This is an optimization exercise on Yosys and OpenROAD, whose aim is small area, not a production implementation.
Where RTL was checked, it was by simulation tests only, not by an equivalence proof against the original.
Function not checked in runs 5 and 6: the RTL went through the layout flow alone.
The flow treats the clock pin as an ideal source, which a real chip does not have.
Power figures rest on the tool's default switching activity, not on a simulated workload.

[design.v]
module uart_receiver
(
    input            clock,
    input            reset_n,
    input            rx,
    output reg [3:0] nib,
    output           is_r,
    output           byte_ready
);
    reg rx_sync1, rx_sync, prev_rx_sync;
    always @(posedge clock or negedge reset_n)
        if (!reset_n) begin
            rx_sync1     <= 1'b1;
            rx_sync      <= 1'b1;
            prev_rx_sync <= 1'b1;
        end else begin
            rx_sync1     <= rx;
            rx_sync      <= rx_sync1;
            prev_rx_sync <= rx_sync;
        end
    wire start_bit_edge = prev_rx_sync & !rx_sync;
    reg [3:0]  st;
    reg [12:0] cnt;
    reg        hi_r;
wire [12:0] cnt_x  = cnt ^ 13'h1555;
wire [12:0] cnt_nx = {cnt_x[11:0], ~(cnt_x[12]^cnt_x[3]^cnt_x[2]^cnt_x[0])} ^ 13'h1555;
    wire idle  = (st == 4'd0);
    wire done  = (cnt == 13'h37c);
    wire load  = idle & start_bit_edge;
    wire shift = !idle & !byte_ready & done;
    assign byte_ready = (st == 4'd9);
    assign is_r = hi_r & (nib == 4'h2);
    always @(posedge clock or negedge reset_n)
        if (!reset_n)
            st <= 4'd0;
        else if (byte_ready)
            st <= 4'd0;
        else if (load | shift)
            st <= st + 4'd1;
    always @(posedge clock) begin
        if (load)
            cnt <= 13'h0;
        else if (done)
            cnt <= 13'h719;
        else
            cnt <= cnt_nx;
        if (shift & (st <= 4'd4))
            nib <= {rx, nib[3:1]};
        if (shift & (st >= 4'd5))
            hi_r <= (hi_r | (st == 4'd5)) & (rx == st[0]);
    end
endmodule
module sonn
(
    input         clock,
    input         reset_n,
    input         rx,
    output [15:0] hword
);
wire [3:0] nib;
wire       is_r;
wire       byte_ready;
reg  [1:0]  count2;
reg  [7:0]  digits;    
reg         wload;     
reg  [11:0] hw;
always @(posedge clock)
    if (!reset_n) begin
        count2 <= 2'd0;
        wload  <= 1'b0;
        hw     <= 12'd0;
    end else begin
        wload <= byte_ready & (count2 == 2'd3);
        if (wload)
            hw <= {digits, nib};
        if (byte_ready)
            case (count2)
                2'd0: if (is_r) count2 <= 2'd1;
                2'd1: count2 <= 2'd2;
                2'd2: count2 <= 2'd3;
                2'd3: count2 <= 2'd0;
            endcase
    end
always @(posedge clock)
    if (byte_ready) begin
        if (count2 == 2'd1) digits[7:4] <= nib;
        if (count2 == 2'd2) digits[3:0] <= nib;
    end
assign hword = {4'b0000, hw};
uart_receiver uart(.clock(clock), .reset_n(reset_n), .rx(rx),
                   .nib(nib), .is_r(is_r), .byte_ready(byte_ready));
endmodule
module note(clk, reset_n, noteout);
input clk, reset_n;
output reg noteout;
reg [14:0] cnt;
wire [14:0] cnt_x  = cnt ^ 15'h5555;
wire [14:0] cnt_nx = {cnt_x[13:0], ~(cnt_x[14]^cnt_x[13])} ^ 15'h5555;
always @(posedge clk)
    if (!reset_n) begin
        noteout <= 1'b0;
        cnt     <= 15'h0;
    end else if (cnt == 15'h41aa) begin
        cnt     <= 15'h0;
        noteout <= ~noteout;
    end else
        cnt <= cnt_nx;
endmodule
module buzz(clk, reset_n, en, tim, tone);
input clk, reset_n, en;
input [1:0] tim;
output reg tone;
wire noteout;
note note1(.clk(clk), .reset_n(reset_n), .noteout(noteout));
reg [1:0]  tim_r;
reg [19:0] lo;
reg        lo_z, lo_o;
reg [5:0]  hi;
reg        ene;
wire [19:0] lo_x  = lo ^ 20'h55555;
wire [19:0] lo_nx = {lo_x[18:0], ~(lo_x[19]^lo_x[16])} ^ 20'h55555;
reg [5:0] hon, hoff;
always @*
    case (tim_r)
        2'd0: begin hon = 6'd5;  hoff = 6'd12; end
        2'd1: begin hon = 6'd10; hoff = 6'd20; end
        2'd2: begin hon = 6'd25; hoff = 6'd35; end
        default: begin hon = 6'd50; hoff = 6'd60; end
    endcase
wire lo_wrap = (lo == 20'h41653);
wire restart = (lo_z & (hi == hoff)) | (lo_o & (hi == 6'd60));
wire lo_clr  = restart | lo_wrap;
always @(posedge clk) begin
    tim_r <= tim;
    lo_o  <= lo_z;
    if (!reset_n) begin
        lo   <= 20'h0;
        lo_z <= 1'b1;
        hi   <= 6'd0;
        ene  <= 1'b0;
    end else begin
        lo_z <= lo_clr;
        lo   <= lo_clr ? 20'h0 : lo_nx;
        hi   <= restart ? 6'd0 : hi + {5'd0, lo_wrap};
        if (restart)
            ene <= 1'b0;
        else if (lo_z & (hi == hon))
            ene <= 1'b1;
    end
end
always @(posedge clk)
    tone <= en & noteout & ene;
endmodule
module sonic(clk, trig, reset_n, en, echo, out);
input clk, echo, reset_n, en;
output reg trig;
output [23:0] out;
reg [21:0] cp;
wire [21:0] cp_x  = cp ^ 22'h155555;
wire [21:0] cp_nx = {cp_x[20:0], ~(cp_x[21]^cp_x[20])} ^ 22'h155555;
reg [11:0] r;
reg [9:0]  q;
reg [9:0]  oq;
wire [11:0] r_x  = r ^ 12'h0;
wire [11:0] r_nx = {r_x[10:0], ~(r_x[11]^r_x[5]^r_x[3]^r_x[0])} ^ 12'h0;
wire rwrap = (r == 12'h8a6);
wire qsat  = q[9] & q[8];
wire wend = (cp == 22'h1afe2e);
always @(posedge clk)
    if (!reset_n) begin
        cp   <= 22'h0;
        trig <= 1'b0;
        r    <= 12'h0;
        q    <= 10'd0;
        oq   <= 10'd0;
    end else if (en) begin
        cp <= wend ? 22'h0 : cp_nx;
        if (cp == 22'h3fffff)
            trig <= 1'b1;
        if (cp == 22'h932ab)
            trig <= 1'b0;
        if (wend) begin
            oq <= q;
            r  <= 12'h0;
            q  <= 10'd0;
        end else if (echo) begin
            r <= rwrap ? 12'h0 : r_nx;
            if ((q == 10'd620) & (r == 12'hd15))
                q <= 10'h3ff;
            else if (rwrap & !qsat)
                q <= q + 10'd1;
        end
    end
assign out = {12'd0, {2{oq[9] & oq[8]}}, oq};
endmodule
module usonic_top
(
    input         clk,
    input         reset_n,
    input         rx,         
    input         echo,       
    input  [ 3:0] control,    
    output [15:0] hword,      
    output [23:0] usonic,     
    output        trig,       
    output        tone        
);
sonn sonna
(
 .clock   ( clk     ),
 .reset_n ( reset_n ),
 .rx      ( rx      ),
 .hword   ( hword   )
);
buzz buzz
(
 .clk     ( clk          ),
 .reset_n ( reset_n      ),
 .en      ( control[0]   ),
 .tim     ( control[2:1] ),
 .tone    ( tone         )
);
sonic sonica
(
 .clk     ( clk        ),
 .trig    ( trig       ),
 .reset_n ( reset_n    ),
 .en      ( control[3] ),
 .echo    ( echo       ),
 .out     ( usonic     )
);
endmodule
[flow/run.sh]
#!/bin/bash
# Own layout flow: the standard flow (standard.sh) with
#  - synthesis as standard, but ABC maps the logic with flow/abc_map.script
#    (area-oriented); registers are mapped before ABC, so they are unchanged;
#  - port buffers made of the smallest buffer cell, one tie cell for all
#    constant outputs;
#  - clock tree of clkbuf_4 without dummy loads; flow/post_cts.tcl then swaps
#    the clock buffers whose flip-flops see a slow clock edge for clkbuf_8.
# Each step's output goes to its own log file here.
set -euo pipefail
HERE=$PWD
rm -rf "$HERE/scripts_abc"
cp -r "$FLOW_HOME/scripts" "$HERE/scripts_abc"
cp "$HERE/flow/abc_map.script" "$HERE/scripts_abc/abc_speed.script"
bash standard.sh "SCRIPTS_DIR=$HERE/scripts_abc" synth > "$HERE/log_synth.log" 2>&1
bash standard.sh \
  "BUFFER_PORTS_ARGS=-buffer_cell sky130_fd_sc_hd__buf_1" \
  "SKIP_REPAIR_TIE_FANOUT=1" \
  "CTS_ARGS=-sink_clustering_enable -repair_clock_nets -dont_use_dummy_load -buf_list sky130_fd_sc_hd__clkbuf_4" \
  "POST_CTS_TCL=$HERE/flow/post_cts.tcl" \
  finish > "$HERE/log_layout.log" 2>&1
[flow/abc_map.script]
strash
&get -n
&deepsyn -T 60
&put
strash
&get -n
&dch -f
&nf -R 1000
&put
strash
&get -n
&dch -f
&nf -R 1000
&put
topo
dnsize -c
[flow/post_cts.tcl]
# Clock-tree touch-up after CTS: a clock buffer whose flip-flop clock pins
# see a slow edge (estimated from placement) is swapped for the next larger
# clkbuf, then the placement is legalised again.
set clkbuf_up [dict create sky130_fd_sc_hd__clkbuf_2 sky130_fd_sc_hd__clkbuf_4 sky130_fd_sc_hd__clkbuf_4 sky130_fd_sc_hd__clkbuf_8 sky130_fd_sc_hd__clkbuf_8 sky130_fd_sc_hd__clkbuf_16]
set slew_limit 0.110
set swapped 0
for {set pass 0} {$pass < 4} {incr pass} {
  estimate_parasitics -placement
  set todo [dict create]
  foreach p [get_pins */CLK] {
    set s [expr max([get_property $p slew_max_rise], [get_property $p slew_max_fall])]
    if {$s <= $slew_limit} continue
    set net [get_nets -of_objects $p]
    foreach d [get_pins -of_objects $net] {
      if {[get_property $d direction] ne "output"} continue
      set inst [get_cells -of_objects $d]
      dict set todo [get_full_name $inst] [get_property $inst ref_name]
    }
  }
  if {[dict size $todo] == 0} break
  dict for {name ref} $todo {
    if {![dict exists $clkbuf_up $ref]} continue
    replace_cell [get_cells $name] [dict get $clkbuf_up $ref]
    incr swapped
  }
}
puts "post_cts: swapped $swapped clock buffers"
if {$swapped > 0} {
  estimate_parasitics -placement
  detailed_placement
  check_placement -verbose
}
[standard.sh]
#!/bin/bash
# synth_recipe.tcl (not shown) runs the flow's synth.tcl, then flattens the netlist and writes it again
# the make line also repeats each setting of config.mk as NAME=value (left out here)
make -C /OpenROAD-flow-scripts/flow DESIGN_CONFIG=/design/flow/config.mk WORK_HOME=/design/flow/orfs CLKGATE_MAP_FILE= SYNTH_SCRIPT=/design/flow/synth_recipe.tcl "${@:-finish}"
[config.mk]
export PLATFORM = sky130hd
export DESIGN_NAME = usonic_top
export DESIGN_NICKNAME = usonic_top
export VERILOG_FILES = /design/flow/design.v
export SDC_FILE = /design/flow/constraint.sdc
export NUM_CORES = 4
export LEC_CHECK = 0
export CAP_MARGIN = 20
export CORE_MARGIN = 2
export CORE_UTILIZATION = 70
export SLEW_MARGIN = 20
[constraint.sdc]
create_clock -name core_clock -period 20.0 [get_ports {clk}]
set_input_delay 4.0000 -clock core_clock [delete_from_list [all_inputs] [get_ports {clk}]]
set_output_delay 4.0000 -clock core_clock [all_outputs]
set_load 0.01 [all_outputs]
==> reports/qor.yml, run 1 <==
dpl_cell_area_um2: 5483
path_class: "in -> reg"
postSynthNetCount: 537
drt-total-wl_mm: 9.336
final_net_count: 573
fin_worst_skew_ns: 0.03090
grt_use_met3_pct: 6.639
buffer_ports.inserted: 33
finalHoldViolCount: 0
cp_data_required_time_ns: 20.40
yosys.area_share.adder_pct: 3.738
dp_cells: 629
outcome: "no timing/DRC/antenna violations"
netlist_instances: 513
placementRows: 31
synth_top_area_share_pct: 48.97
vias_per_cell: 5.745
worstRegToRegCells: 9
grt_util_met2_pct: 39.09
tightestPinTransition_ns: 0.9480
worstReg2RegStart: "buzz.tim_r[0]"
firstDrtPassIters: 4
async_flop_share_pct: 4.636
syn_area_um2: 5355
placement.setup.worst_slack_ns: 12.83
power_per_cell_area_nw_per_um2: 90.89
max_freq_mhz: 157.3
destination_of_the_worst_hold_path: "sonna.uart.rx_sync"
die_y_um: 91.47
worst_hold_path.num_cells: 0
synth.largest_area_cell: "sky130_fd_sc_hd__dfxtp_1"
hold_path.class: "reg -> reg"
design_area_um2: 5632
synthTopCellsByArea: "sky130_fd_sc_hd__dfxtp_1 49%, sky130_fd_sc_hd__edfxtp_1 7.3%, sky130_fd_sc_hd__a22o_1 5.6%"
detail_route.drc_violations: 0
routed-via-count: 3711
coreArea_um2: 7331
first_global_vias: 3653
static-leakage-power_nw: 2.141
cp.arrival_ns: 6.75
global_route.peak_usage_layer: "met2"
synth_seq_cells: 151
synth_seq_area_share_pct: 59.60
drt_first_iter_violations: 308
grt_use_met1_pct: 31.83
synth-xor-area-share_pct: 3.271
critical_path.endpoint_type: "register"
slew_headroom_pct: 35.16
number_of_top_level_pins: 50
synth_compound_gate_area_share_pct: 13.13
cp-start-kind: "input pin"
grt_overflow_total: 0
route.antenna.remaining_nets: 0
reg2reg_slack_ns: 16.69
setup_violations: 0
synth_ff_type: "sky130_fd_sc_hd__dfxtp_1"
clkLatencyLatePin_ns: 0.51
peakVddDrop_v: 0.00008173
yosys_warnings: 5
drv.max_cap_violation_count: 0
grt_first_pass_wirelength_mm: 16.56
totalNegativeSetupSlack_ns: 0
final.min_clock_period_ns: 6.356
antenna_found_initial: 0
area_growth_pct: 5.164
timing.final.crit_share_pct: 31.78
r2r_end: "buzz.lo[0]"
clkSinkCount: 151
die_width_um: 91.47
unrepaired_setup_endpoints_after_global_routing: "false"
cts_tree: "done"
maxSlewViolCount: 0
post_synth_and_or_nand_nor_area_fraction_pct: 16.47
place.gp.congestion: 0.8291
dieArea_um2: 8366
muxShareOfSynthArea_pct: 0.2103
hold_start: "sonna.uart.rx_sync1"
drive_gt1_share_pct: 4.022
finalNonFillerCells: 646
dpl.hpwl_mm: 6.588
yosysUniqueCellTypes: 43
grt_start_max_net_pins: 21
synth.avg_cell_area_um2: 10.44
post_drt_wl_per_cell_um: 14.45
number_of_enable_flip_flop_cells_after_synthesis: 13
synth_top_family_by_area: "simple AND/OR/NAND/NOR gates"
cts.clk_slew.worst_paths_ns: 0.10
final_critical_path_setup_slack_ns: 13.64
grt_util_all_layers_pct: 24.58
antennaDiodeCount: 0
initial_utilization_pct: 73.05
crit_path_max_fanout: 20
layer usage:
layer | part of all wire [%] | up-vias
met5 | 0 | -
met1 | 47 | 1751
met3 | 4.9 | 5
met4 | 0.62 | 0
met2 | 47 | 79
li1 | - | 1876
power breakdown:
group	internal [W]	switching, W	total, W
clock network	0.0000452	0.0000830	0.000128
logic	0.0000165	0.0000203	0.0000368
registers	0.000330	0.0000171	0.000347
cell usage after synthesis (2+ instances only):
master,count
sky130_fd_sc_hd__or2_0,3
sky130_fd_sc_hd__a211oi_1,3
sky130_fd_sc_hd__nand4b_1,3
sky130_fd_sc_hd__and2_0,6
sky130_fd_sc_hd__o22ai_1,3
sky130_fd_sc_hd__xnor2_1,9
sky130_fd_sc_hd__dfrtp_1,4
sky130_fd_sc_hd__nand4_1,11
sky130_fd_sc_hd__nand2_1,40
sky130_fd_sc_hd__and4_1,4
sky130_fd_sc_hd__dfxtp_1,131
sky130_fd_sc_hd__nor4_1,8
sky130_fd_sc_hd__a31oi_1,5
sky130_fd_sc_hd__dfstp_2,3
sky130_fd_sc_hd__nand2b_1,2
sky130_fd_sc_hd__buf_4,17
sky130_fd_sc_hd__o21ai_0,36
sky130_fd_sc_hd__ha_1,16
sky130_fd_sc_hd__clkinv_1,16
sky130_fd_sc_hd__nand3_1,17
sky130_fd_sc_hd__a22o_1,34
sky130_fd_sc_hd__nor3_1,16
sky130_fd_sc_hd__nor2_1,68
sky130_fd_sc_hd__o31ai_1,2
sky130_fd_sc_hd__edfxtp_1,13
sky130_fd_sc_hd__xor2_1,11
sky130_fd_sc_hd__and3_1,4
sky130_fd_sc_hd__nor2b_1,2
sky130_fd_sc_hd__a21oi_1,12
final cells by class:
cell class	instances	area [um2]
Clock buffer	17	146.4
Inverter	16	60.06
Multi-Input combinational cell	329	1978
Tap cell	99	123.9
Timing Repair Buffer	34	131.4
Fill cell	516	1699
Sequential cell	151	3192
cell usage in the layout, fill, tap and decap left out, types with 2 or more instances in the layout:
cell and count:
sky130_fd_sc_hd__dfxtp_1 131, sky130_fd_sc_hd__nor2_1 67, sky130_fd_sc_hd__nand2_1 40, sky130_fd_sc_hd__o21ai_0 36, sky130_fd_sc_hd__a22o_1 34, sky130_fd_sc_hd__buf_1 33
sky130_fd_sc_hd__nand3_1 17, sky130_fd_sc_hd__clkinv_1 16, sky130_fd_sc_hd__nor3_1 16, sky130_fd_sc_hd__ha_1 16, sky130_fd_sc_hd__clkbuf_4 14, sky130_fd_sc_hd__edfxtp_1 13
sky130_fd_sc_hd__a21oi_1 12, sky130_fd_sc_hd__nand4_1 11, sky130_fd_sc_hd__xor2_1 11, sky130_fd_sc_hd__xnor2_1 9, sky130_fd_sc_hd__nor4_1 8, sky130_fd_sc_hd__and2_0 6
sky130_fd_sc_hd__a31oi_1 5, sky130_fd_sc_hd__and3_1 4, sky130_fd_sc_hd__and4_1 4, sky130_fd_sc_hd__dfrtp_1 4, sky130_fd_sc_hd__nand4b_1 3, sky130_fd_sc_hd__or2_0 3
sky130_fd_sc_hd__a211oi_1 3, sky130_fd_sc_hd__o22ai_1 3, sky130_fd_sc_hd__clkbuf_8 3, sky130_fd_sc_hd__dfstp_2 3, sky130_fd_sc_hd__nand2b_1 2, sky130_fd_sc_hd__nor2b_1 2
sky130_fd_sc_hd__o31ai_1 2
critical path, stage by stage:
cell and delay [ns]:
sky130_fd_sc_hd__buf_1 0.07, sky130_fd_sc_hd__buf_4 0.25, sky130_fd_sc_hd__clkinv_1 0.19, sky130_fd_sc_hd__nor2_2 0.56, sky130_fd_sc_hd__clkinv_1 0.26, sky130_fd_sc_hd__a22oi_1 0.81, sky130_fd_sc_hd__o21bai_1 0.35, sky130_fd_sc_hd__o21ai_0 0.17
sky130_fd_sc_hd__o31ai_1 0.09
stage by stage:
| step | util, % | hold WS [ns] | power, W |
|---|---|---|---|
| final | 76.82 | 0.3532 | 0.0005119 |
| after global routing | 76.82 | 0.3518 | 0.0005352 |
| after detailed placement | 74.79 | 0.3602 | 0.0003908 |
| after global placement | 74.79 | 0.3469 | 0.0003867 |
| after floorplan | - | 0.3447 | 0.0003802 |
how the worst max path moves through the flow:
stage,from,end,slack [ns],cells past startpoint
floorplan,reset_n,sonica.q[4],13.85,7
global placement,reset_n,sonica.q[7],12.95,9
detailed placement,reset_n,sonica.q[4],12.83,9
global route,reset_n,sonica.q[4],13.27,9
finish,reset_n,sonica.q[4],13.64,9
sequential cells by signal (all words and copies together), names as in the netlist, 4 cells and up:
signal	count
sonna.digits	8
sonica.cp	22
sonna.uart.cnt	13
sonna.hw	12
sonna.uart.nib	4
buzz.lo	20
buzz.note1.cnt	15
sonna.uart.st	4
sonica.oq	10
buzz.hi	6
sonica.q	10
sonica.r	12
kinds of logic after synthesis:
kind of cell	Yosys count
AND/OR/NAND/NOR	187
flip-flops	151
AO/OA/AOI/OAI	104
buffers and inverters	33
XOR/XNOR	20
adder cells (fa/ha/maj)	16
other	1
multiplexers	1
==> run 2: changes to the inputs <==
==> flow/abc_map.script (replaced) <==
strash
&get -n
&deepsyn -T 120
&put
strash
dch -f
amap
strash
dch -f
amap
topo
dnsize -c
--- a/flow/post_cts.tcl
+++ b/flow/post_cts.tcl
@@ -4,3 +4,3 @@
 set clkbuf_up [dict create sky130_fd_sc_hd__clkbuf_2 sky130_fd_sc_hd__clkbuf_4 sky130_fd_sc_hd__clkbuf_4 sky130_fd_sc_hd__clkbuf_8 sky130_fd_sc_hd__clkbuf_8 sky130_fd_sc_hd__clkbuf_16]
-set slew_limit 0.110
+set slew_limit 0.100
 set swapped 0
==> run 2 against run 1 <==
Still clean on timing, DRC and antenna; non-clock buffer count is the same; synthesized cell count grew 14%; final cell count grew 11%; count of clock-buffer cells in the layout is the same; first-iteration DRC count shrank 50%; core utilization shrank 1.5 points; largest power group unchanged; sequential cell count is the same; sequential share of layout area shrank 1.2 points; fmax shrank 3.1%.
==> reports/qor.yml, run 2 <==
synth.largest_area_cell: "sky130_fd_sc_hd__dfxtp_1"
firstDrtPassIters: 5
netlist_instances: 583
synth_seq_area_share_pct: 58.42
worstPathCellList: "buf_1 -> nand2_1 -> nor2_1 -> clkinv_1 -> nor2_1 -> clkinv_1 -> nor2_1 -> a211oi_1 -> a311o_1"
cts.clk_slew.worst_paths_ns: 0.09
crit_top_cell: "sky130_fd_sc_hd__nor2_1"
antennaDiodeCount: 0
clkSinkCount: 151
route.antenna.remaining_nets: 0
cp_data_required_time_ns: 20.42
outcome: "no timing/DRC/antenna violations"
unrepaired_setup_endpoints_after_global_routing: "false"
final_cell_mix: "131 x sky130_fd_sc_hd__dfxtp_1, 99 x sky130_fd_sc_hd__clkinv_1, 83 x sky130_fd_sc_hd__nor2_1, 50 x sky130_fd_sc_hd__o22ai_1, 33 x sky130_fd_sc_hd__buf_1"
power_per_cell_area_nw_per_um2: 87.64
worstReg2RegStart: "sonica.cp[3]"
largest_registers: "sonica.cp (22), buzz.lo (20), buzz.note1.cnt (15)"
drt-total-wl_mm: 9.543
final_common_cell: "sky130_fd_sc_hd__dfxtp_1"
area_growth_pct: 5.358
max_freq_mhz: 152.4
placementRows: 32
cp-start-kind: "input pin"
critical_path.endpoint_type: "register"
coreArea_um2: 7647
grt_first_pass_wirelength_mm: 16.49
slew_headroom_pct: 37.07
cts_tree: "done"
fin_worst_skew_ns: 0.03181
dpl.hpwl_mm: 6.964
syn_area_um2: 5464
totalNegativeSetupSlack_ns: 0
yosysUniqueCellTypes: 39
tightestPinTransition_ns: 0.9439
final.min_clock_period_ns: 6.562
placement.setup.worst_slack_ns: 12.94
number_of_enable_flip_flop_cells_after_synthesis: 13
grt_util_all_layers_pct: 24.30
critical_path.top_delay_family: "simple AND/OR/NAND/NOR gates"
cp.arrival_ns: 6.98
grt_overflow_total: 0
path_buf_inv: 3
vias_per_cell: 5.522
synthTopCellsByArea: "sky130_fd_sc_hd__dfxtp_1 48%, sky130_fd_sc_hd__edfxtp_1 7.1%, sky130_fd_sc_hd__clkinv_1 6.8%"
critPathLaunch: "reset_n"
dieArea_um2: 8529
final_critical_path_setup_slack_ns: 13.44
die_width_um: 92.35
timing.final.crit_share_pct: 32.81
yosys_warnings: 5
hold_path.class: "reg -> reg"
place.gp.congestion: 0.8399
static-leakage-power_nw: 2.034
synth_seq_cells: 151
detail_route.drc_violations: 0
top_cell_types_by_occurrence_after_synthesis: "131 x sky130_fd_sc_hd__dfxtp_1, 99 x sky130_fd_sc_hd__clkinv_1, 84 x sky130_fd_sc_hd__nor2_1"
hold_start: "sonna.uart.rx_sync1"
buffer_ports.inserted: 33
antenna_found_initial: 0
synth_ff_type: "sky130_fd_sc_hd__dfxtp_1"
crit_slowest_cell: "sky130_fd_sc_hd__buf_1"
die_y_um: 92.35
number_of_top_level_pins: 50
routed-via-count: 3970
initial_utilization_pct: 71.45
yosysMostFrequentCell: "sky130_fd_sc_hd__dfxtp_1"
clkLatencyLatePin_ns: 0.53
maxSlewViolCount: 0
largest_register_ffs: 22
drv.max_cap_violation_count: 0
async_flop_share_pct: 4.636
top_register: "sonica.cp"
grt_start_max_net_pins: 21
peakVddDrop_v: 0.00006339
postSynthNetCount: 607
drive_gt1_share_pct: 3.566
cpPeakStageDelay_ns: 0.52
setup_violations: 0
drt_first_iter_violations: 154
first_global_vias: 3703
post_drt_wl_per_cell_um: 13.27
path_class: "in -> reg"
final_net_count: 643
crit_path_max_fanout: 14
finalHoldViolCount: 0
synth.avg_cell_area_um2: 9.372
synth_top_area_share_pct: 48.00
run 2: cell families (layout without fill, tap and decap cells):
logic type      Yosys count  after routing  share of synthesized area [%]
simple gates            186            186                          15.62
flops                   151            151                          58.42
buf+inv                 116            150                          9.137
compound gates          112            112                          12.94
fa+ha+maj                16             16                          3.664
other cells               1              1                        0.06863
xor+xnor                  1              1                         0.1603
run 2: metal layers:
layer | share of wire (%) | global-route usage, %
met4 | 0.93 | 8.831
met1 | 47 | 31.55
met5 | 0 | 0
met2 | 48 | 38.38
met3 | 3.9 | 7.730
run 2: through the flow:
step	power [W]	std cells	area [um2]	hold WS (ns)	util, %
after detailed placement	0.0003772	702	5595	0.3507	73.17
after global placement	0.0003743	702	5595	0.3472	73.17
after floorplan	0.0003681	583	5464	0.3447	-
final	0.0005045	719	5757	0.3553	75.28
after global routing	0.0005292	719	5757	0.3615	75.28
run 2: worst paths after layout:
kind / end / slack (ns) / depth (start not counted)
setup reg to reg: sonica.q[8] / 16.08 / 13
hold / removal: sonna.uart.rx_sync / 0.36 / 0
min in group asynchronous: sonna.uart.st[1] / 3.49 / 1
setup / recovery: sonica.q[8] / 13.44 / 9
max in group asynchronous: sonna.uart.st[0] / 16.03 / 1
hold reg to reg: sonna.uart.rx_sync / 0.36 / 0
run 2: cell type report:
class / instances / area [um2]
multi-input combinational: 316 / 1775
timing repair buffer: 34 / 131.4
inverter: 99 / 371.6
tap: 102 / 127.6
sequential: 151 / 3192
clock buffer: 17 / 158.9
fill: 583 / 1891
run 2: report_power, final:
group | internal [W] | leakage [nW] | switching [W]
logic | 0.0000126 | 0.660 | 0.0000213
registers | 0.000324 | 1.28 | 0.0000127
clock network | 0.0000492 | 0.0912 | 0.0000845
==> run 3: changes to the inputs <==
--- a/flow/run.sh
+++ b/flow/run.sh
@@ -3,3 +3,4 @@
 #  - synthesis as standard, but ABC maps the logic with flow/abc_map.script
-#    (area-oriented); registers are mapped before ABC, so they are unchanged;
+#    (area-oriented) and no separate half-adder mapping (ADDER_MAP_FILE
+#    empty); registers are mapped before ABC, so they are unchanged;
 #  - port buffers made of the smallest buffer cell, one tie cell for all
@@ -14,3 +15,3 @@
 cp "$HERE/flow/abc_map.script" "$HERE/scripts_abc/abc_speed.script"
-bash standard.sh "SCRIPTS_DIR=$HERE/scripts_abc" synth > "$HERE/log_synth.log" 2>&1
+bash standard.sh "SCRIPTS_DIR=$HERE/scripts_abc" "ADDER_MAP_FILE=" synth > "$HERE/log_synth.log" 2>&1
 bash standard.sh \
==> flow/abc_map.script (replaced) <==
strash
&get -n
&deepsyn -T 60
&put
strash
&get -n
&dch -f
&nf -R 1000
&put
strash
&get -n
&dch -f
&nf -R 1000
&put
topo
dnsize -c
--- a/flow/post_cts.tcl
+++ b/flow/post_cts.tcl
@@ -4,3 +4,3 @@
 set clkbuf_up [dict create sky130_fd_sc_hd__clkbuf_2 sky130_fd_sc_hd__clkbuf_4 sky130_fd_sc_hd__clkbuf_4 sky130_fd_sc_hd__clkbuf_8 sky130_fd_sc_hd__clkbuf_8 sky130_fd_sc_hd__clkbuf_16]
-set slew_limit 0.100
+set slew_limit 0.110
 set swapped 0
==> run 3 against run 2 <==
Clock skew is 0.0027 ns lower; die area shrank 5.6%; sequential cell count is the same; highest routed layer unchanged; via count is 9.3% lower; count of clock-buffer cells in the layout did not move; critical endpoint is now sonica.q[9]; routed wire length decreased by 11%; worst setup slack improved by 0.33 ns; sequential power is 2% higher; sequential share of layout area increased by 3.3 points; synthesized area shrank 5.9%; still clean on timing, DRC and antenna; first-iteration DRC count rose by 40%; final cell count down 12%.
==> reports/qor.yml, run 3 <==
synth_seq_cells: 151
top_cell_types_by_occurrence_after_synthesis: "131 x sky130_fd_sc_hd__dfxtp_1, 74 x sky130_fd_sc_hd__nor2_1, 48 x sky130_fd_sc_hd__nand2_1"
power_per_cell_area_nw_per_um2: 93.64
routed-via-count: 3602
placementRows: 31
setup_violations: 0
maxSlewViolCount: 0
pwr-share-clk_pct: 25.5
initial_utilization_pct: 71.67
synthTopCellsByArea: "sky130_fd_sc_hd__dfxtp_1 51%, sky130_fd_sc_hd__edfxtp_1 7.6%, sky130_fd_sc_hd__a22o_1 5.6%"
fin_worst_skew_ns: 0.02908
synth.largest_area_cell: "sky130_fd_sc_hd__dfxtp_1"
critical_path.endpoint_type: "register"
area_growth_pct: 5.596
worstReg2RegStart: "sonica.cp[21]"
async_flop_share_pct: 4.636
power.combinational.fraction_pct: 6.6
internal-power_w: 0.0003915
final.min_clock_period_ns: 6.232
cp_data_required_time_ns: 20.43
path_class: "in -> reg"
final_net_count: 546
slew_headroom_pct: 40.38
post_drt_wl_per_cell_um: 13.43
route.antenna.remaining_nets: 0
vias_per_cell: 5.672
drt-total-wl_mm: 8.529
final_cell_mix: "131 x sky130_fd_sc_hd__dfxtp_1, 74 x sky130_fd_sc_hd__nor2_1, 48 x sky130_fd_sc_hd__nand2_1, 33 x sky130_fd_sc_hd__a22o_1, 33 x sky130_fd_sc_hd__buf_1"
critPathLaunch: "reset_n"
cts.clk_slew.worst_paths_ns: 0.08
grt_util_met2_pct: 36.17
total_power_w: 0.0005085
coreArea_um2: 7176
place.gp.congestion: 0.8902
peakVddDrop_v: 0.00006186
syn_area_um2: 5142
seq_power_share_pct: 67.8
grt_overflow_total: 0
drt_first_iter_violations: 215
buffer_ports.inserted: 33
totalNegativeSetupSlack_ns: 0
cp-start-kind: "input pin"
postSynthNetCount: 509
number_of_enable_flip_flop_cells_after_synthesis: 13
grt_use_met1_pct: 28.38
timing.final.crit_share_pct: 31.16
die_width_um: 89.71
number_of_top_level_pins: 50
cp.arrival_ns: 6.66
unrepaired_setup_endpoints_after_global_routing: "false"
largest_register_ffs: 22
switching_fraction_pct: 23.01
grt_first_pass_wirelength_mm: 14.71
yosysMostFrequentCell: "sky130_fd_sc_hd__dfxtp_1"
outcome: "no timing/DRC/antenna violations"
global_route.peak_usage_layer: "met2"
first_global_vias: 3342
yosysUniqueCellTypes: 38
antenna_found_initial: 0
finalHoldViolCount: 0
top_register: "sonica.cp"
tightestPinTransition_ns: 0.8942
number_of_fillers_in_the_final_layout: 511
largest_registers: "sonica.cp (22), buzz.lo (20), buzz.note1.cnt (15)"
dpl.hpwl_mm: 6.020
firstDrtPassIters: 5
dieArea_um2: 8048
reg_area_um2: 3192
cts_tree: "done"
power_switching_w: 0.0001170
synth_seq_area_share_pct: 62.07
hold_start: "sonna.uart.rx_sync1"
multiInputGateArea_um2: 1797
max_freq_mhz: 160.5
synth_ff_type: "sky130_fd_sc_hd__dfxtp_1"
die_y_um: 89.71
drv.max_cap_violation_count: 0
clkLatencyLatePin_ns: 0.51
netlist_instances: 501
static-leakage-power_nw: 2.047
drive_gt1_share_pct: 4.104
detail_route.drc_violations: 0
clkSinkCount: 151
grt_use_met3_pct: 6.287
grt_util_all_layers_pct: 22.36
yosys_warnings: 5
synth_top_area_share_pct: 51.00
grt_start_max_net_pins: 23
crit_path_max_fanout: 22
synth.avg_cell_area_um2: 10.26
hold_path.class: "reg -> reg"
final_common_cell: "sky130_fd_sc_hd__dfxtp_1"
antennaDiodeCount: 0
==> run 3: power groups by stage <==
| stage | Sequential, W | Clock (W) | Combinational, W |
|---|---|---|---|
| floorplan | 0.000347 | 0 | 0.0000298 |
| global placement | 0.000351 | 0 | 0.0000326 |
| detailed placement | 0.000352 | 0 | 0.0000340 |
| global route | 0.000348 | 0.000146 | 0.0000393 |
| finish | 0.000345 | 0.000130 | 0.0000338 |
==> run 3: area by class of cell <==
type,count,area share [%]
inverters,7,0.4839
clock buffers,17,2.811
flip-flops and latches,151,58.78
multi-input cells,326,33.09
well taps,99,2.281
repair buffers,35,2.558
==> run 3: metrics by stage <==
| stage | worst slack, ns | std cells | instance area, um2 | hold slack, ns | utilization, % |
|---|---|---|---|---|---|
| 2_1_floorplan | 14.10 | 501 | 5142 | 0.3432 | - |
| 5_1_grt | 13.50 | 635 | 5430 | 0.3710 | 75.68 |
| 3_5_place_dp | 13.27 | 618 | 5278 | 0.3468 | 73.55 |
| 6_report | 13.77 | 635 | 5430 | 0.3582 | 75.68 |
| 3_3_place_gp | 13.39 | 618 | 5278 | 0.3470 | 73.55 |
==> run 3: path summary, 6_finish.rpt <==
check / cells past startpoint / slack (ns) / to
max reg2reg: 13 / 16.94 / sonica.q[9]
min: 0 / 0.36 / sonna.uart.rx_sync
max: 12 / 13.77 / sonica.q[9]
max in group asynchronous: 2 / 16.27 / sonna.uart.rx_sync1
min reg2reg: 0 / 0.36 / sonna.uart.rx_sync
min in group asynchronous: 2 / 3.48 / sonna.uart.st[2]
==> run 3: layer usage <==
metal	vias to the layer above	wire length (um)
li1	1834	-
met1	1713	4068
met2	51	4121
met3	4	290
met4	0	48
met5	-	0
==> run 3: worst max-delay path: stages <==
cell	delay (ns)
sky130_fd_sc_hd__buf_1	0.09
sky130_fd_sc_hd__buf_4	0.25
sky130_fd_sc_hd__nand3_1	0.35
sky130_fd_sc_hd__nor2_1	0.54
sky130_fd_sc_hd__and3_1	0.31
sky130_fd_sc_hd__nand3_1	0.10
sky130_fd_sc_hd__nor3_1	0.28
sky130_fd_sc_hd__nand2_1	0.12
sky130_fd_sc_hd__and2_0	0.18
sky130_fd_sc_hd__nor2b_1	0.22
sky130_fd_sc_hd__a21oi_1	0.11
sky130_fd_sc_hd__nor2_1	0.09
==> run 3: kinds of logic after synthesis <==
| family | share of synthesized area (%) |
|---|---|
| and+or+nand+nor | 19.95 |
| DFF | 62.07 |
| AOI/OAI and AO/OA | 12.36 |
| buffers and inverters | 2.993 |
| xor gates and xnor gates | 2.555 |
| other | 0.07292 |
==> run 4: changes to the inputs <==
--- a/design.v
+++ b/design.v
@@ -117,3 +117,3 @@
 reg        lo_z, lo_o;
-reg [5:0]  hi;
+reg [5:0]  hi;          
 reg        ene;
@@ -121,2 +121,4 @@
 wire [19:0] lo_nx = {lo_x[18:0], ~(lo_x[19]^lo_x[16])} ^ 20'h55555;
+wire [5:0] hi_x  = hi ^ 6'h0;
+wire [5:0] hi_nx = {hi_x[4:0], ~(hi_x[5]^hi_x[4])} ^ 6'h0;
 reg [5:0] hon, hoff;
@@ -124,9 +126,9 @@
     case (tim_r)
-        2'd0: begin hon = 6'd5;  hoff = 6'd12; end
-        2'd1: begin hon = 6'd10; hoff = 6'd20; end
-        2'd2: begin hon = 6'd25; hoff = 6'd35; end
-        default: begin hon = 6'd50; hoff = 6'd60; end
+        2'd0: begin hon = 6'h1f;  hoff = 6'h3c; end
+        2'd1: begin hon = 6'h2f; hoff = 6'h2b; end
+        2'd2: begin hon = 6'h21; hoff = 6'h6; end
+        default: begin hon = 6'h13; hoff = 6'h28; end
     endcase
 wire lo_wrap = (lo == 20'h41653);
-wire restart = (lo_z & (hi == hoff)) | (lo_o & (hi == 6'd60));
+wire restart = (lo_z & (hi == hoff)) | (lo_o & (hi == 6'h28));
 wire lo_clr  = restart | lo_wrap;
@@ -138,3 +140,3 @@
         lo_z <= 1'b1;
-        hi   <= 6'd0;
+        hi   <= 6'h0;
         ene  <= 1'b0;
@@ -143,3 +145,3 @@
         lo   <= lo_clr ? 20'h0 : lo_nx;
-        hi   <= restart ? 6'd0 : hi + {5'd0, lo_wrap};
+        hi   <= restart ? 6'h0 : lo_wrap ? hi_nx : hi;
         if (restart)
==> run 4 against run 3 <==
Clock skew decreased by 0.0021 ns; fmax increased by 3.0%; non-clock buffer count decreased by 1; count of clock-buffer cells in the layout unchanged; clock power about the same; largest power group unchanged; worst setup slack improved by 0.18 ns; critical path depth decreased by 3; still clean on timing, DRC and antenna; core utilization decreased by 0.062 points.
==> reports/qor.yml, run 4 <==
coreArea_um2: 7137
synthTopCellsByArea: "sky130_fd_sc_hd__dfxtp_1 51%, sky130_fd_sc_hd__edfxtp_1 7.6%, sky130_fd_sc_hd__a22o_1 6.3%"
area_growth_pct: 5.711
hold_start: "sonna.uart.rx_sync1"
dpl.hpwl_mm: 6.160
largest_register_ffs: 22
destination_of_the_worst_hold_path: "sonna.uart.rx_sync"
multiInputGateArea_um2: 1772
maxSlewViolCount: 0
cp_data_required_time_ns: 20.37
grt_start_max_net_pins: 25
async_flop_share_pct: 4.636
antennaDiodeCount: 0
total_power_w: 0.0005114
yosysMostFrequentCell: "sky130_fd_sc_hd__dfxtp_1"
firstDrtPassIters: 4
postSynthNetCount: 499
path_class: "in -> reg"
totalNegativeSetupSlack_ns: 0
unrepaired_setup_endpoints_after_global_routing: "false"
yosys_warnings: 5
peakVddDrop_v: 0.00006219
place.gp.congestion: 0.7877
reg_area_um2: 3192
slew_headroom_pct: 36.41
reg2reg_slack_ns: 17.05
critical_path.endpoint_type: "register"
dpl_cell_area_um2: 5235
cts.clk_slew.worst_paths_ns: 0.08
final_net_count: 535
worstRegToRegCells: 10
synth_top_area_share_pct: 51.37
synth_seq_area_share_pct: 62.52
outcome: "no timing/DRC/antenna violations"
die_width_um: 89.40
power_per_cell_area_nw_per_um2: 94.77
switching_fraction_pct: 23.20
final_common_cell: "sky130_fd_sc_hd__dfxtp_1"
crit_path_max_fanout: 24
routed-via-count: 3586
netlist_instances: 491
top_cell_types_by_occurrence_after_synthesis: "131 x sky130_fd_sc_hd__dfxtp_1, 68 x sky130_fd_sc_hd__nor2_1, 40 x sky130_fd_sc_hd__nand2_1"
clkLatencyLatePin_ns: 0.52
max_freq_mhz: 165.3
top_register: "sonica.cp"
route.antenna.remaining_nets: 0
static-leakage-power_nw: 2.008
detail_route.drc_violations: 0
final_cell_mix: "131 x sky130_fd_sc_hd__dfxtp_1, 68 x sky130_fd_sc_hd__nor2_1, 40 x sky130_fd_sc_hd__nand2_1, 37 x sky130_fd_sc_hd__a22o_1"
dieArea_um2: 7991
largest_registers: "sonica.cp (22), buzz.lo (20), buzz.note1.cnt (15)"
syn_area_um2: 5105
number_of_enable_flip_flop_cells_after_synthesis: 13
drv.max_cap_violation_count: 0
buffer_ports.inserted: 33
finalHoldViolCount: 0
cp-start-kind: "input pin"
yosysUniqueCellTypes: 38
cts_tree: "done"
grt_util_all_layers_pct: 23.33
hold_path.class: "reg -> reg"
number_of_top_level_pins: 50
die_y_um: 89.40
synth_ff_type: "sky130_fd_sc_hd__dfxtp_1"
worstReg2RegStart: "sonica.cp[8]"
clkSinkCount: 151
final.min_clock_period_ns: 6.050
initial_utilization_pct: 71.53
seq_power_share_pct: 67.6
worst_hold_path.num_cells: 0
vias_per_cell: 5.747
synth.avg_cell_area_um2: 10.40
drt-total-wl_mm: 8.776
cp.arrival_ns: 6.42
post_drt_wl_per_cell_um: 14.06
first_global_vias: 3232
synth.largest_area_cell: "sky130_fd_sc_hd__dfxtp_1"
design_area_um2: 5396
r2r_end: "sonica.q[8]"
grt_first_pass_wirelength_mm: 14.21
number_of_fillers_in_the_final_layout: 520
synth_seq_cells: 151
antenna_found_initial: 0
internal-power_w: 0.0003928
pwr-share-clk_pct: 25.8
tightestPinTransition_ns: 0.9458
placementRows: 31
drive_gt1_share_pct: 4.381
grt_overflow_total: 0
timing.final.crit_share_pct: 30.25
power_switching_w: 0.0001186
drt_first_iter_violations: 193
fin_worst_skew_ns: 0.02703
setup_violations: 0
power.combinational.fraction_pct: 6.6
## run 4: cell count changes after synthesis, moves of 5 or more
cell / change
sky130_fd_sc_hd__nand3_1: -6
sky130_fd_sc_hd__nand2_1: -8
sky130_fd_sc_hd__nand4_1: -5
sky130_fd_sc_hd__a21oi_1: +8
sky130_fd_sc_hd__nor2_1: -6
sky130_fd_sc_hd__o21ai_0: +5
## run 4: layout make-up
class	count	share of cell area (%)
clock buffer	17	2.945
timing repair buffer	34	2.434
multi-input combinational	318	32.83
tap	99	2.295
inverter	5	0.3478
sequential	151	59.15
## run 4: how the worst max path moves through the flow
stage | cells after the start | endpoint | slack [ns] | from
global placement | 8 | sonica.r[8] | 13.57 | reset_n
floorplan | 7 | sonica.q[4] | 14.35 | reset_n
global route | 9 | sonica.q[4] | 13.66 | reset_n
detailed placement | 9 | sonica.q[4] | 13.44 | reset_n
finish | 9 | sonica.q[4] | 13.95 | reset_n
## run 4: kinds of logic after synthesis
| group | after synthesis | share of synthesized area (%) |
|---|---|---|
| compound gates | 116 | 14.90 |
| xor+xnor | 12 | 2.059 |
| buf+inv | 22 | 2.868 |
| flops | 151 | 62.52 |
| other cells | 1 | 0.07346 |
| simple gates | 189 | 17.57 |
## run 4: routing by layer
metal / GRT usage (%) / wire, um / vias up
li1: - / - / 1793
met1: 29.81 / 3910 / 1682
met2: 37.51 / 4316 / 94
met3: 6.464 / 406 / 17
met4: 9.769 / 142 / 0
met5: 0 / 0 / -
## run 4: through the flow
stage	hold slack, ns	utilization (%)	worst slack, ns	cells
finish	0.3596	75.61	13.95	624
global route	0.3541	75.61	13.66	624
detailed placement	0.3473	73.35	13.44	607
global placement	0.3493	73.32	13.57	607
floorplan	0.3452	-	14.35	491
## run 4: power groups by stage
stage          combinational (W)  sequential [W]  clock, W
2_1_floorplan          0.0000284        0.000348         0
3_3_place_gp           0.0000307        0.000351         0
3_5_place_dp           0.0000341        0.000352         0
5_1_grt                0.0000389        0.000349  0.000148
6_report               0.0000335        0.000346  0.000132
## run 4: worst max-delay path, cell delays in order
cell and delay, ns:
sky130_fd_sc_hd__buf_1 0.07, sky130_fd_sc_hd__buf_4 0.25, sky130_fd_sc_hd__nand2_1 0.35, sky130_fd_sc_hd__nor2_1 0.34, sky130_fd_sc_hd__and2_0 0.43, sky130_fd_sc_hd__a21boi_0 0.52, sky130_fd_sc_hd__o21ai_0 0.23, sky130_fd_sc_hd__nand3_1 0.13
sky130_fd_sc_hd__o21ai_0 0.10
==> run 5: changes to the inputs <==
--- a/design.v
+++ b/design.v
@@ -165,5 +165,5 @@
 reg [9:0]  oq;
-wire [11:0] r_x  = r ^ 12'h0;
-wire [11:0] r_nx = {r_x[10:0], ~(r_x[11]^r_x[5]^r_x[3]^r_x[0])} ^ 12'h0;
-wire rwrap = (r == 12'h8a6);
+wire [11:0] r_x  = r ^ 12'h555;
+wire [11:0] r_nx = {r_x[10:0], ~(r_x[11]^r_x[5]^r_x[3]^r_x[0])} ^ 12'h555;
+wire rwrap = (r == 12'h862);
 wire qsat  = q[9] & q[8];
@@ -189,3 +189,3 @@
             r <= rwrap ? 12'h0 : r_nx;
-            if ((q == 10'd620) & (r == 12'hd15))
+            if ((q == 10'd620) & (r == 12'h4f3))
                 q <= 10'h3ff;
==> run 5 against run 4 <==
Critical path depth up 3; routed wire length up 0.19%; synthesized area up 0.29%; still clean on timing, DRC and antenna; worst hold slack better by 0.0011 ns; final cell count up 2.7%; combinational power up 13%; total power up 1.4%; largest power group unchanged.
==> reports/qor.yml, run 5 <==
drt_first_iter_violations: 221
design_area_um2: 5406
buffer_ports.inserted: 33
yosysUniqueCellTypes: 41
outcome: "no timing/DRC/antenna violations"
slew_headroom_pct: 41.83
wl_met2_mm: 4.209
top_register: "sonica.cp"
cts.clk_slew.worst_paths_ns: 0.10
detail_route.drc_violations: 0
die_width_um: 89.52
peakVddDrop_v: 0.00006469
drt-total-wl_mm: 8.793
grt_util_all_layers_pct: 24.11
pwr-share-clk_pct: 24.6
dp_cells: 624
drv.max_cap_violation_count: 0
final_common_cell: "sky130_fd_sc_hd__dfxtp_1"
postSynthNetCount: 515
grt_start_max_net_pins: 23
power_switching_w: 0.0001233
cp_data_required_time_ns: 20.37
grt_first_pass_wirelength_mm: 14.86
largest_register_ffs: 22
final.min_clock_period_ns: 6.259
synth_top_area_share_pct: 51.22
netlist_instances: 507
drive_gt1_share_pct: 4.244
met3_length_um: 341
place.gp.congestion: 0.8436
yosysMostFrequentCell: "sky130_fd_sc_hd__dfxtp_1"
area_growth_pct: 5.596
tightestPinTransition_ns: 0.8604
route.antenna.remaining_nets: 0
final_cell_mix: "131 x sky130_fd_sc_hd__dfxtp_1, 75 x sky130_fd_sc_hd__nor2_1, 55 x sky130_fd_sc_hd__nand2_1, 51 x sky130_fd_sc_hd__o21ai_0, 33 x sky130_fd_sc_hd__buf_1"
number_of_enable_flip_flop_cells_after_synthesis: 13
topRoutingLayerUsed: "met4"
firstDrtPassIters: 4
timing.final.crit_share_pct: 31.29
path_class: "in -> reg"
placementRows: 31
setup_violations: 0
coreArea_um2: 7176
power.combinational.fraction_pct: 7.3
dpl.hpwl_mm: 6.238
clkLatencyLatePin_ns: 0.51
max_freq_mhz: 159.8
total_power_w: 0.0005183
synth.largest_area_cell: "sky130_fd_sc_hd__dfxtp_1"
cp.arrival_ns: 6.63
grt_overflow_total: 0
clkSinkCount: 151
dieArea_um2: 8014
synthTopCellsByArea: "sky130_fd_sc_hd__dfxtp_1 51%, sky130_fd_sc_hd__edfxtp_1 7.6%, sky130_fd_sc_hd__nor2_1 5.5%"
seq_power_share_pct: 68.1
finalNonFillerCells: 641
dpl_cell_area_um2: 5255
finalHoldViolCount: 0
critical_path.endpoint_type: "register"
post_drt_wl_per_cell_um: 13.72
synth_seq_cells: 151
cts_tree: "done"
async_flop_share_pct: 4.636
first_global_vias: 3420
syn_area_um2: 5120
hold_slack_ns: 0.3607
yosys_warnings: 5
power_per_cell_area_nw_per_um2: 95.87
antenna_found_initial: 0
fin_worst_skew_ns: 0.03101
synth_ff_type: "sky130_fd_sc_hd__dfxtp_1"
static-leakage-power_nw: 1.980
final_net_count: 552
largest_registers: "sonica.cp (22), buzz.lo (20), buzz.note1.cnt (15)"
synth.avg_cell_area_um2: 10.10
maxSlewViolCount: 0
initial_utilization_pct: 71.35
synth_seq_area_share_pct: 62.34
detail_route.wirelength.met1_mm: 4.134
number_of_top_level_pins: 50
antennaDiodeCount: 0
totalNegativeSetupSlack_ns: 0
cp-start-kind: "input pin"
internal-power_w: 0.0003951
vias_per_cell: 5.707
top_cell_types_by_occurrence_after_synthesis: "131 x sky130_fd_sc_hd__dfxtp_1, 75 x sky130_fd_sc_hd__nor2_1, 55 x sky130_fd_sc_hd__nand2_1"
unrepaired_setup_endpoints_after_global_routing: "false"
crit_path_max_fanout: 7
routed-via-count: 3658
die_y_um: 89.52
switching_fraction_pct: 23.78
hold_path.class: "reg -> reg"
run 5: critical path, stage by stage:
cell	delay [ns]
sky130_fd_sc_hd__buf_1	0.22
sky130_fd_sc_hd__nand2_1	0.11
sky130_fd_sc_hd__or4_1	0.54
sky130_fd_sc_hd__nor4_1	0.49
sky130_fd_sc_hd__nand2_1	0.10
sky130_fd_sc_hd__nor2_1	0.17
sky130_fd_sc_hd__and2_0	0.25
sky130_fd_sc_hd__and4_1	0.25
sky130_fd_sc_hd__and2_0	0.19
sky130_fd_sc_hd__o21ai_0	0.11
sky130_fd_sc_hd__nand3_1	0.11
sky130_fd_sc_hd__o21ai_0	0.09
run 5: cell type report:
type | instances | area [um2]
flip-flops and latches | 151 | 3192
multi-input cells | 332 | 1779
fillers | 536 | 1769
clock buffers | 17 | 146.4
repair buffers | 35 | 138.9
well taps | 99 | 123.9
inverters | 7 | 26.28
run 5: cell families after synthesis:
kind of cell / after synthesis / synth area share, %
buffers and inverters: 24 / 3.006
AO/OA/AOI/OAI: 112 / 13.76
XOR/XNOR: 10 / 1.711
flip-flops: 151 / 62.34
other: 1 / 0.07324
AND/OR/NAND/NOR: 208 / 18.92
multiplexers: 1 / 0.1955
run 5: path summary, 6_finish.rpt:
| kind | depth (start not counted) | end | from | slack (ns) |
|---|---|---|---|---|
| min in group asynchronous | 2 | sonna.uart.st[0] | reset_n | 3.43 |
| worst min register to register | 0 | sonna.uart.rx_sync | sonna.uart.rx_sync1 | 0.36 |
| worst max-delay path | 12 | sonica.q[8] | control[3] | 13.74 |
| worst min-delay path | 0 | sonna.uart.rx_sync | sonna.uart.rx_sync1 | 0.36 |
| max in group asynchronous | 2 | sonna.uart.prev_rx_sync | reset_n | 16.30 |
| worst max register to register | 12 | sonica.q[8] | sonica.r[3] | 17.09 |
run 5: per-stage QoR:
stage | worst slack (ns) | utilization, %
after global placement | 13.37 | 73.23
after global routing | 13.36 | 75.34
final | 13.74 | 75.34
after floorplan | 13.82 | -
after detailed placement | 13.26 | 73.23
run 5: power by group through the flow:
stage	logic, W	clock network [W]	registers, W
finish	0.0000377	0.000127	0.000353
detailed placement	0.0000381	0	0.000359
global route	0.0000434	0.000144	0.000357
floorplan	0.0000328	0	0.000354
global placement	0.0000359	0	0.000358
run 5: routing by layer:
metal | global-route usage, % | vias up
met5 | 0 | -
met4 | 7.056 | 0
met3 | 8.310 | 11
met2 | 39.33 | 86
met1 | 30.61 | 1710
li1 | - | 1851
==> run 6: changes to the inputs <==
--- a/design.v
+++ b/design.v
@@ -5,3 +5,3 @@
     input            rx,
-    output reg [3:0] nib,
+    output reg [11:0] sr,
     output           is_r,
@@ -31,3 +31,3 @@
     assign byte_ready = (st == 4'd9);
-    assign is_r = hi_r & (nib == 4'h2);
+    assign is_r = hi_r & (sr[3:0] == 4'h2);
     always @(posedge clock or negedge reset_n)
@@ -47,3 +47,3 @@
         if (shift & (st <= 4'd4))
-            nib <= {rx, nib[3:1]};
+            sr <= {sr[4], sr[11:9], sr[0], sr[7:5], rx, sr[3:1]};
         if (shift & (st >= 4'd5))
@@ -59,7 +59,6 @@
 );
-wire [3:0] nib;
-wire       is_r;
+wire [11:0] sr;          
+wire        is_r;
 wire       byte_ready;
 reg  [1:0]  count2;
-reg  [7:0]  digits;    
 reg         wload;     
@@ -74,3 +73,3 @@
         if (wload)
-            hw <= {digits, nib};
+            hw <= sr;
         if (byte_ready)
@@ -83,10 +82,5 @@
     end
-always @(posedge clock)
-    if (byte_ready) begin
-        if (count2 == 2'd1) digits[7:4] <= nib;
-        if (count2 == 2'd2) digits[3:0] <= nib;
-    end
 assign hword = {4'b0000, hw};
 uart_receiver uart(.clock(clock), .reset_n(reset_n), .rx(rx),
-                   .nib(nib), .is_r(is_r), .byte_ready(byte_ready));
+                   .sr(sr), .is_r(is_r), .byte_ready(byte_ready));
 endmodule
==> run 6 against run 5 <==
Synthesized area is 0.71% higher; synthesized cell count grew 2.4%; global-route usage down 0.74 points; non-clock buffer count is the same; fmax decreased by 3.0%; first-iteration DRC count fell by 21%; clock skew hardly changed; sequential share of layout area shrank 0.34 points; worst hold slack got worse by 0.0096 ns; sequential power decreased by 3%; design area grew 0.58%; largest power group unchanged.
==> reports/qor.yml, run 6 <==
outcome: "no timing/DRC/antenna violations"
r2r_end: "sonica.r[8]"
hold_path.class: "reg -> reg"
final.min_clock_period_ns: 6.451
yosys_warnings: 5
yosysUniqueCellTypes: 43
static-leakage-power_nw: 2.033
yosysMostFrequentCell: "sky130_fd_sc_hd__dfxtp_1"
netlist_instances: 519
path_class: "in -> reg"
route.antenna.remaining_nets: 0
path_buf_inv: 1
largest_registers: "sonica.cp (22), buzz.lo (20), buzz.note1.cnt (15)"
vias_per_cell: 5.677
critical_path.endpoint_type: "register"
coreArea_um2: 7176
crit_slowest_cell: "sky130_fd_sc_hd__or2_0"
tightestPinTransition_ns: 0.9830
firstDrtPassIters: 4
synth_seq_cells: 151
slew_headroom_pct: 34.46
synth_seq_area_share_pct: 61.90
routed-via-count: 3707
die_y_um: 89.83
total_power_w: 0.0005058
synth.avg_cell_area_um2: 9.935
grt_first_pass_wirelength_mm: 15.47
clkLatencyLatePin_ns: 0.51
top_cell_types_by_occurrence_after_synthesis: "131 x sky130_fd_sc_hd__dfxtp_1, 74 x sky130_fd_sc_hd__nor2_1, 67 x sky130_fd_sc_hd__nand2_1"
grt_start_max_net_pins: 25
syn_area_um2: 5156
cp.arrival_ns: 6.84
worstReg2RegStart: "sonica.cp[14]"
worstRegToRegCells: 11
cpPeakStageDelay_ns: 0.78
reg2reg_slack_ns: 16.93
drive_gt1_share_pct: 3.971
crit_path_max_fanout: 20
destination_of_the_worst_hold_path: "sonna.uart.rx_sync"
synthTopCellsByArea: "sky130_fd_sc_hd__dfxtp_1 51%, sky130_fd_sc_hd__edfxtp_1 7.6%, sky130_fd_sc_hd__nor2_1 5.4%"
cp-start-kind: "input pin"
peakVddDrop_v: 0.00007148
design_area_um2: 5438
critical_path.top_delay_family: "simple AND/OR/NAND/NOR gates"
drt_first_iter_violations: 175
grt_util_all_layers_pct: 23.37
number_of_top_level_pins: 50
hold_start: "sonna.uart.rx_sync1"
grt_overflow_total: 0
totalNegativeSetupSlack_ns: 0
max_freq_mhz: 155.0
place.gp.congestion: 0.8753
fin_worst_skew_ns: 0.03085
postSynthNetCount: 527
clkSinkCount: 151
initial_utilization_pct: 71.86
worstPathCellList: "buf_1 -> and2_0 -> or2_0 -> o21ai_0 -> or2_0 -> and2_0 -> nand2_1 -> o21ai_0"
dpl_cell_area_um2: 5291
power_per_cell_area_nw_per_um2: 93.01
final_net_count: 564
dieArea_um2: 8069
worst_hold_path.num_cells: 0
area_growth_pct: 5.460
number_of_enable_flip_flop_cells_after_synthesis: 13
setup_violations: 0
unrepaired_setup_endpoints_after_global_routing: "false"
drt-total-wl_mm: 8.789
post_drt_wl_per_cell_um: 13.46
final_common_cell: "sky130_fd_sc_hd__dfxtp_1"
die_width_um: 89.83
placementRows: 31
detail_route.drc_violations: 0
drv.max_cap_violation_count: 0
synth.largest_area_cell: "sky130_fd_sc_hd__dfxtp_1"
first_global_vias: 3406
top_register: "sonica.cp"
dpl.hpwl_mm: 6.097
cp_data_required_time_ns: 20.38
antennaDiodeCount: 0
synth_top_area_share_pct: 50.86
buffer_ports.inserted: 33
hold_slack_ns: 0.3510
cts.clk_slew.worst_paths_ns: 0.10
antenna_found_initial: 0
synth_ff_type: "sky130_fd_sc_hd__dfxtp_1"
final_cell_mix: "131 x sky130_fd_sc_hd__dfxtp_1, 74 x sky130_fd_sc_hd__nor2_1, 67 x sky130_fd_sc_hd__nand2_1, 50 x sky130_fd_sc_hd__o21ai_0, 33 x sky130_fd_sc_hd__buf_1"
async_flop_share_pct: 4.636
largest_register_ffs: 22
finalHoldViolCount: 0
timing.final.crit_share_pct: 32.25
cts_tree: "done"
maxSlewViolCount: 0
[run 6: changes by cell type in the layout (fill, tap and decap cells not counted), moves of 3 or more]
cell	before	now
sky130_fd_sc_hd__a22o_1	26	22
sky130_fd_sc_hd__nor3b_1	0	3
sky130_fd_sc_hd__nand2_1	55	67
sky130_fd_sc_hd__clkinv_1	7	11
sky130_fd_sc_hd__xnor2_1	4	7
sky130_fd_sc_hd__and2_0	9	6
sky130_fd_sc_hd__a21o_1	0	3
[run 6: logic make-up after synthesis]
logic type | share of synthesized area (%)
XOR/XNOR | 1.868
AND/OR/NAND/NOR | 19.61
other | 0.07273
AO/OA/AOI/OAI | 13.08
flip-flops | 61.90
multiplexers | 0.1941
buffers and inverters | 3.276
[run 6: layer usage]
| layer | routed length, um | global-route usage, % | share of wire [%] |
|---|---|---|---|
| met1 | 4262 | 31.26 | 48 |
| met2 | 4035 | 36.99 | 46 |
| met3 | 380 | 6.538 | 4.3 |
| met5 | 0 | 0 | 0 |
| met4 | 111 | 8.077 | 1.3 |
[run 6: stage by stage]
| step | util [%] | instances | setup WS, ns |
|---|---|---|---|
| after detailed placement | 73.74 | 636 | 13.00 |
| after floorplan | - | 519 | 13.57 |
| final | 75.78 | 653 | 13.55 |
| after global routing | 75.78 | 653 | 13.22 |
| after global placement | 73.74 | 636 | 13.14 |
[run 6: worst register-to-register path, stage by stage (launching register included)]
cell                      delay (ns)
sky130_fd_sc_hd__dfxtp_1        0.45
sky130_fd_sc_hd__nand2_1        0.07
sky130_fd_sc_hd__nor3_1         0.13
sky130_fd_sc_hd__nand3_1        0.09
sky130_fd_sc_hd__or3_1          0.37
sky130_fd_sc_hd__and2_0         0.23
sky130_fd_sc_hd__or2_0          0.58
sky130_fd_sc_hd__o21ai_0        0.26
sky130_fd_sc_hd__or2_0          0.35
sky130_fd_sc_hd__and2_0         0.30
sky130_fd_sc_hd__nand2_1        0.08
sky130_fd_sc_hd__o21ai_0        0.08
[run 6: layout make-up]
type,instances,area [um2]
Clock buffer,17,146.4
Multi-Input combinational cell,340,1795
Fill cell,556,1738
Inverter,11,41.29
Tap cell,99,123.9
Timing Repair Buffer,35,138.9
Sequential cell,151,3192
[run 6: worst max-delay path by stage]
stage / cells past startpoint / start / endpoint / slack [ns]
after detailed placement: 8 / reset_n / sonica.r[8] / 13.00
after global placement: 8 / reset_n / sonica.r[4] / 13.14
after floorplan: 7 / reset_n / sonica.r[10] / 13.57
after global routing: 8 / reset_n / sonica.r[9] / 13.22
final: 8 / reset_n / sonica.r[8] / 13.55
[run 6: report_power, final]
part           internal [W]  switching (W)   total, W
Combinational     0.0000147      0.0000185  0.0000333
Clock             0.0000452      0.0000834   0.000129
Sequential         0.000327      0.0000170   0.000344
==> run 7: changes to the inputs <==
--- a/design.v
+++ b/design.v
@@ -110,3 +110,3 @@
 reg [19:0] lo;
-reg        lo_z, lo_o;
+reg        lo_z;
 reg [5:0]  hi;          
@@ -126,3 +126,4 @@
 wire lo_wrap = (lo == 20'h41653);
-wire restart = (lo_z & (hi == hoff)) | (lo_o & (hi == 6'h28));
+wire restart = (lo_z & (hi == hoff)) | (hi == 6'h10);
+wire hi_step = lo_wrap | (lo_z & (hi == 6'h28));
 wire lo_clr  = restart | lo_wrap;
@@ -130,3 +131,2 @@
     tim_r <= tim;
-    lo_o  <= lo_z;
     if (!reset_n) begin
@@ -139,3 +139,3 @@
         lo   <= lo_clr ? 20'h0 : lo_nx;
-        hi   <= restart ? 6'h0 : lo_wrap ? hi_nx : hi;
+        hi   <= restart ? 6'h0 : hi_step ? hi_nx : hi;
         if (restart)
--- a/flow/abc_map.script
+++ b/flow/abc_map.script
@@ -2,3 +2,3 @@
 &get -n
-&deepsyn -T 60
+&deepsyn -J 300 -T 1200
 &put
==> run 7 against run 6 <==
Still clean; sequential share of layout area is 0.80 points higher; via count decreased by 2.2%; routed wire length decreased by 0.24%; largest power group unchanged.
==> reports/qor.yml, run 7 <==
grt_util_all_layers_pct: 24.70
final_common_cell: "sky130_fd_sc_hd__dfxtp_1"
route.antenna.remaining_nets: 0
coreArea_um2: 6869
power_per_cell_area_nw_per_um2: 99.40
peakVddDrop_v: 0.00007425
top_cell_types_by_occurrence_after_synthesis: "130 x sky130_fd_sc_hd__dfxtp_1, 73 x sky130_fd_sc_hd__nor2_1, 53 x sky130_fd_sc_hd__nand2_1"
tightestPinTransition_ns: 0.8239
synth_top_area_share_pct: 51.64
dpl_cell_area_um2: 5179
hold_start: "sonna.uart.rx_sync1"
yosysMostFrequentCell: "sky130_fd_sc_hd__dfxtp_1"
worstRegToRegCells: 11
final_cell_mix: "130 x sky130_fd_sc_hd__dfxtp_1, 73 x sky130_fd_sc_hd__nor2_1, 53 x sky130_fd_sc_hd__nand2_1, 44 x sky130_fd_sc_hd__o21ai_0, 33 x sky130_fd_sc_hd__buf_1"
placementRows: 30
cp_data_required_time_ns: 20.43
max_freq_mhz: 158.3
reg2reg_slack_ns: 16.72
syn_area_um2: 5040
internal-power_w: 0.0004000
first_global_vias: 3352
hold_path.class: "reg -> reg"
final.min_clock_period_ns: 6.318
crit_top_cell: "sky130_fd_sc_hd__and3_1"
cp.arrival_ns: 6.75
number_of_enable_flip_flop_cells_after_synthesis: 13
grt_first_pass_wirelength_mm: 14.96
synth.largest_area_cell: "sky130_fd_sc_hd__dfxtp_1"
dpl.hpwl_mm: 5.972
place.gp.congestion: 0.9020
firstDrtPassIters: 5
finalHoldViolCount: 0
drt-total-wl_mm: 8.768
crit_path_max_fanout: 6
synthTopCellsByArea: "sky130_fd_sc_hd__dfxtp_1 52%, sky130_fd_sc_hd__edfxtp_1 7.7%, sky130_fd_sc_hd__nor2_1 5.4%"
critical_path.endpoint_type: "register"
worstReg2RegStart: "buzz.hi[2]"
number_of_top_level_pins: 50
synth_seq_cells: 150
clkLatencyLatePin_ns: 0.51
drive_gt1_share_pct: 4.315
grt_start_max_net_pins: 23
synth.avg_cell_area_um2: 10.14
top_register: "sonica.cp"
postSynthNetCount: 505
number_of_fillers_in_the_final_layout: 490
cpPeakStageDelay_ns: 0.30
detail_route.drc_violations: 0
totalNegativeSetupSlack_ns: 0
async_flop_share_pct: 4.667
routed-via-count: 3627
destination_of_the_worst_hold_path: "sonna.uart.rx_sync"
unrepaired_setup_endpoints_after_global_routing: "false"
final_net_count: 543
synth_seq_area_share_pct: 62.93
grt_overflow_total: 0
hold_slack_ns: 0.3651
drv.max_cap_violation_count: 0
die_width_um: 88.85
synth_ff_type: "sky130_fd_sc_hd__dfxtp_1"
clkSinkCount: 150
cts.clk_slew.worst_paths_ns: 0.09
antenna_found_initial: 0
power.combinational.fraction_pct: 8.4
outcome: "no timing/DRC/antenna violations"
cp-start-kind: "input pin"
power_switching_w: 0.0001300
buffer_ports.inserted: 33
largest_registers: "sonica.cp (22), buzz.lo (20), buzz.note1.cnt (15)"
yosysUniqueCellTypes: 36
setup_violations: 0
worstPathCellList: "buf_1 -> nand2_1 -> nor3_1 -> nand3_1 -> nor3_1 -> nand3_1 -> a21oi_1 -> and2_0 -> and3_1 -> and3_1 -> and3_1 -> and2_0 -> nor3b_1 -> a211oi_1"
dieArea_um2: 7894
yosys_warnings: 5
r2r_end: "buzz.hi[0]"
post_drt_wl_per_cell_um: 13.94
netlist_instances: 497
area_growth_pct: 5.784
path_buf_inv: 1
crit_slowest_cell: "sky130_fd_sc_hd__nor3_1"
vias_per_cell: 5.766
die_y_um: 88.85
fin_worst_skew_ns: 0.02636
timing.final.crit_share_pct: 31.59
initial_utilization_pct: 73.37
cts_tree: "done"
maxSlewViolCount: 0
critical_path.top_delay_family: "simple AND/OR/NAND/NOR gates"
pwr-share-clk_pct: 24.7
design_area_um2: 5331
largest_register_ffs: 22
path_class: "in -> reg"
seq_power_share_pct: 66.9
antennaDiodeCount: 0
static-leakage-power_nw: 1.992
drt_first_iter_violations: 264
switching_fraction_pct: 24.53
worst_hold_path.num_cells: 0
slew_headroom_pct: 44.96
-- run 7: power groups by stage --
stage          clock (W)  sequential [W]  combinational, W
2_1_floorplan          0        0.000355         0.0000381
3_3_place_gp           0        0.000360         0.0000422
3_5_place_dp           0        0.000361         0.0000450
5_1_grt         0.000147        0.000358         0.0000518
6_report        0.000131        0.000355         0.0000447
-- run 7: through the flow --
step / utilization [%] / instances / setup slack, ns / total power (W)
floorplan: - / 497 / 13.81 / 0.0003930
global placement: 75.39 / 612 / 13.41 / 0.0004018
detailed placement: 75.39 / 612 / 13.24 / 0.0004055
global route: 77.61 / 629 / 13.37 / 0.0005570
finish: 77.61 / 629 / 13.68 / 0.0005299
-- run 7: worst max-delay path by stage --
stage	startpoint	to	slack [ns]	cells after the start
floorplan	echo	sonica.q[8]	13.81	13
global placement	echo	sonica.q[8]	13.41	14
detailed placement	echo	sonica.q[8]	13.24	14
global route	echo	sonica.q[8]	13.37	14
finish	echo	sonica.q[8]	13.68	14
-- run 7: kinds of logic after synthesis --
kind of cell / count (synthesis) / synth area share [%]
simple gates: 209 / 19.31
flops: 150 / 62.93
compound gates: 101 / 12.54
buf+inv: 24 / 3.054
xor+xnor: 12 / 2.085
other cells: 1 / 0.07441
-- run 7: cell type report --
type / count / area [um2] / share of cell area (%)
inverters: 7 / 26.28 / 0.4928
flip-flops and latches: 150 / 3172 / 59.49
clock buffers: 17 / 152.6 / 2.863
well taps: 96 / 120.1 / 2.253
multi-input cells: 323 / 1714 / 32.15
repair buffers: 36 / 146.4 / 2.746
-- run 7: worst register-to-register path, cell delays in order, from the launching register on --
cell	delay (ns)
sky130_fd_sc_hd__dfxtp_1	0.42
sky130_fd_sc_hd__clkinv_1	0.12
sky130_fd_sc_hd__o21ai_0	0.27
sky130_fd_sc_hd__o21ai_0	0.18
sky130_fd_sc_hd__a21oi_1	0.18
sky130_fd_sc_hd__nand4_1	0.15
sky130_fd_sc_hd__o211ai_1	0.56
sky130_fd_sc_hd__a31o_1	0.62
sky130_fd_sc_hd__nor2_1	0.18
sky130_fd_sc_hd__nor2_1	0.31
sky130_fd_sc_hd__nand3_1	0.12
sky130_fd_sc_hd__o21ai_0	0.08
-- run 7: per-layer routing --
metal / vias to the layer above / GRT usage [%] / routed length (um) / part of all wire, %
met5: - / 0 / 0 / 0
met4: 0 / 8.402 / 118 / 1.3
met3: 10 / 7.743 / 403 / 4.6
met2: 88 / 39.42 / 4132 / 47
met1: 1718 / 32.11 / 4114 / 47
li1: 1811 / - / - / -
